What follows belongs to an exercise in optimizing a design on an open flow for small area and a short achievable clock period; a production flow would make more cautious choices. In this exercise RTL edits were held to simulation tests only and were not proved equivalent to the original. Power figures rest on the tool's default switching activity, not on a simulated workload.

## v4
Design alu16bit, start of the top module:
module alu16bit (
  input clk,
  input reset,
  input [2:0] operation,
  input [15:0] operand_A,
  input [15:0] operand_B,
  output reg [31:0] result,
  output reg carry_flag,
  output reg zero_flag
);
  wire [15:0] a = operand_A;
  wire [15:0] b = operand_B;
  wire is_add = (operation == 3'd0);
  wire is_sub = (operation == 3'd1);
  wire is_mul = (operation == 3'd2);
  wire [15:0] m = is_mul ? b : {15'd0, is_add | is_sub};
  reg [15:0] cv;
  always @(*) begin
    case (operation)
      3'd0: cv = b;
      3'd1: cv = ~b;
      3'd3: cv = a & b;
      3'd4: cv = a | b;
      3'd5: cv = ~(a & b);
      3'd6: cv = ~(a | b);
      3'd7: cv = a ^ b;
      default: cv = 16'd0;
    endcase
  end
  wire cin = is_sub;
  wire [15:0] pp [0:15];
  genvar gi;
  generate for (gi = 0; gi < 16; gi = gi + 1) begin : g_pp
    assign pp[gi] = a & {16{m[gi]}};
  end endgenerate
  wire s1, c2;
  ha us1 (cin, pp[0][0], s1, c2);
  wire s3, c4;
  fa us3 (pp[0][1], pp[1][0], c2, s3, c4);
  wire s5, c6;
  fa us5 (pp[0][2], pp[1][1], pp[2][0], s5, c6);
  wire s7, c8;
  ha us7 (cv[2], s5, s7, c8);
  wire s9, c10;
  fa us9 (pp[0][3], pp[1][2], pp[2][1], s9, c10);
  wire s11, c12;
  fa us11 (pp[3][0], cv[3], c6, s11, c12);
  wire s13, c14;
  ha us13 (s9, c8, s13, c14);
  wire s15, c16;
  fa us15 (pp[0][4], pp[1][3], pp[2][2], s15, c16);
  wire s17, c18;
  fa us17 (pp[3][1], pp[4][0], cv[4], s17, c18);
  wire s19, c20;
  fa us19 (c10, s15, s17, s19, c20);
  wire s21, c22;
  ha us21 (c12, c14, s21, c22);
  wire s23, c24;
  fa us23 (pp[0][5], pp[1][4], pp[2][3], s23, c24);
  wire s25, c26;
  fa us25 (pp[3][2], pp[4][1], pp[5][0], s25, c26);
  wire s27, c28;
  fa us27 (cv[5], c16, s23, s27, c28);
  wire s29, c30;
  fa us29 (s25, c18, s27, s29, c30);
  wire s31, c32;
  ha us31 (c22, c20, s31, c32);
  wire s33, c34;
  fa us33 (pp[0][6], pp[1][5], pp[2][4], s33, c34);
  wire s35, c36;
  fa us35 (pp[3][3], pp[4][2], pp[5][1], s35, c36);
  wire s37, c38;
  fa us37 (pp[6][0], cv[6], c24, s37, c38);
  wire s39, c40;
  fa us39 (c26, s33, s35, s39, c40);
  wire s41, c42;
  fa us41 (c28, s37, s39, s41, c42);
  wire s43, c44;
  ha us43 (c32, c30, s43, c44);
  wire s45, c46;
  fa us45 (pp[0][7], pp[1][6], pp[2][5], s45, c46);
  wire s47, c48;
  fa us47 (pp[3][4], pp[4][3], pp[5][2], s47, c48);
  wire s49, c50;
  ...
Size: ~960 cells after synthesis, about 71 I/O pins.
Settings: LEC_CHECK=0, ABC_AREA=1, CAP_MARGIN=20, CORE_MARGIN=2, CORE_UTILIZATION=40, SLEW_MARGIN=20, SYNTH_HIERARCHICAL=1; clock period 7.2 ns.
run.sh (not shown) runs the stock make flow with config.mk's settings and CLKGATE_MAP_FILE= SYNTH_SCRIPT=/design/flow/synth_recipe.tcl, a recipe that flattens the netlist after the stock synthesis.
v4: done, clean on timing, DRC and antenna
Here is what was changed in the inputs of v32 compared with v4.
- setting GPL_TIMING_DRIVEN to 0 for the first time
Results
v32 went all the way through synthesis, placement and routing and the layout is clean on timing, DRC and antenna. Going from v4 to v32, final critical-path required period -0.018 ns, worst hold margin -0.17 ns, weighted congestion reported at the end of routability-driven placement -about 1.2%. When the final numbers for v32 and v4 were put side by side, the met1 wire length turned out to be greater in v4. [v32] routed wire length fell about 4.3% relative to v4. Re post-cts sizing count: v32 is 760% up on v4. Relative max-transition margin (v32 over v4): decrease, 10 points.

========
job 1555:
Another version of the RTL of alu16bit (not shown whole).
Size in the first run: ~71 I/O pins.
Settings: LEC_CHECK=0, ABC_AREA=0, CAP_MARGIN=20, CORE_MARGIN=2, CORE_UTILIZATION=40, GPL_TIMING_DRIVEN=0, SETUP_SLACK_MARGIN=0.5, SLEW_MARGIN=20, SYNTH_HIERARCHICAL=1; clock period 7.2 ns.
standard.sh (not shown) runs the stock make flow with config.mk's settings and CLKGATE_MAP_FILE= SYNTH_SCRIPT=/design/flow/synth_recipe.tcl, a recipe that flattens the netlist after the stock synthesis.
==> flow/flow/run.sh <==
#!/bin/bash
# The standard layout, with the port buffers made of plain buffers (sky130
# buf_1, which the resizer may upsize) instead of the delay-cell buffers that
# buffer_ports picks by default.
set -euo pipefail
export BUFFER_PORTS_ARGS="-buffer_cell sky130_fd_sc_hd__buf_1"
bash standard.sh > standard.log 2>&1
## Diff of input files: job 1861 against job 1555
Settings: a deleted SETUP_SLACK_MARGIN that had been 0.5.
Notes after the runs:
- Relative to job 1555, the setup slack of job 1861 is lower by 340 ps.
- In job 1861, the worst slew margin relative to its limit came out 4.0 points above the value in job 1555.
- Delta(logic gate share of total power, job 1861 - job 1555) < 0
- For job 1861, the critical path's slowest cell was fa_1, unlike job 1555, where it was fa_2.
- | power per cell area | lower: job 1555 |
--- input diff job 1861..job 564 ---
Settings: CTS_BUF_LIST now sky130_fd_sc_hd__clkbuf_8, previously not set.
Findings:
- What job 564 reported for total power has to be multiplied by 1.09 to get the figure for job 1861.
- Against job 1861, job 564 comes in 93 ps lower on final worst setup slack.
- Job 1861 → job 564: sequential share of layout area has remained practically unchanged, synthesized area has remained practically unchanged, overall routed net length has decreased.
- Relative to job 1861, required time at the worst-slack endpoint increased by 30 ps in job 564.
- Layout clock buffer count: job 564 vs job 1861 identical
- The number of non-clock inverters in the layout of job 1861 and that of job 564 are within noise of each other.
Changes in job 8190 relative to job 564:
Settings: a deleted CTS_BUF_LIST that had been sky130_fd_sc_hd__clkbuf_8.
==> flow/flow/run.sh <==
#!/bin/bash
# The standard layout, with two changes to how it is made:
# - the port buffers are plain buffers (sky130 buf_1, which the resizer may
#   upsize) instead of the delay-cell buffers that buffer_ports picks;
# - after global routing, ORFS's power recovery downsizes gates on paths
#   with positive slack (RECOVER_POWER percent of them).
set -euo pipefail
export BUFFER_PORTS_ARGS="-buffer_cell sky130_fd_sc_hd__buf_1"
export RECOVER_POWER=100
bash standard.sh > standard.log 2>&1
## What came out
- Compared with job 564, in job 8190 shortest clock period the worst path allows after layout fell by 46 ps; final routed wirelength across all metal layers rose by 0.90%.
- Job 564 → job 8190: total standard cell area after synthesis roughly the same; power rose 67 uW; worst-case setup margin in the final layout higher; total track usage neither gained nor lost much.
- Sequential share of layout area: job 8190 vs job 564 — no meaningful difference
- Final area (job 8190 vs. job 564) increases slightly
Modified inputs, job 2516 compared to job 8190
Settings: PLACE_DENSITY now 0.8, previously not set.
==> flow/flow/run.sh <==
#!/bin/bash
# The standard layout, with the port buffers made of plain buffers (sky130
# buf_1, which the resizer may upsize) instead of the delay-cell buffers that
# buffer_ports picks by default.
set -euo pipefail
export BUFFER_PORTS_ARGS="-buffer_cell sky130_fd_sc_hd__buf_1"
bash standard.sh > standard.log 2>&1
## What came out
Diff job 8190 -> job 2516: total power went up by about 1%, critical-path maximum fanout shows a reduction of 1, worst setup slack lower. Job 2516 vs. job 8190: relative contribution of combinational cells to total power neither gained nor lost much; post-route clock period utilization neither gained nor lost much; post-place setup slack picked up an extra 26 ps; clock group share of total power neither gained nor lost much.

## afterwards: timing with drivers on the ports
The results above use ideal ports. As a check the final layouts listed here were re-extracted and re-timed, cells and wires unchanged. Step 1 sets driving cells, clkbuf_16 on the clock port and buf_2 on the other inputs (assumed; they add their load-dependent delay and slew). Step 2 also shifts input and output timing later by t, the mid clock arrival at the registers, as if the neighbouring blocks saw the same clock. Slacks: ideal ports / drivers / drivers and shift; pairs: ideal ports / drivers.
run | shift t [ns] | setup WS [ns] | clock arrival spread, ns | cell pins on the clock port's net
v4 | 0.330 | 0.165 / 0.190 / -0.140 | 0.007 / 0.007 | 1
v32 | 0.327 | 0.184 / 0.200 / -0.127 | 0.005 / 0.005 | 1
job 1555 | 0.326 | 0.706 / 0.714 / 0.389 | 0.004 / 0.005 | 1
job 1861 | 0.332 | 0.363 / 0.375 / 0.043 | 0.009 / 0.009 | 1
job 564 | 0.343 | 0.270 / 0.289 / -0.054 | 0.013 / 0.014 | 1
job 8190 | 0.330 | 0.316 / 0.338 / 0.008 | 0.008 / 0.008 | 1
job 2516 | 0.331 | 0.307 / 0.316 / -0.015 | 0.008 / 0.008 | 1
Met with ideal ports but missed after step 2: setup timing in v4, v32, job 564 and job 2516. For job 564, which loses most, drivers alone change the setup slack by +0.019 ns; drivers and shift together by -0.324 ns.
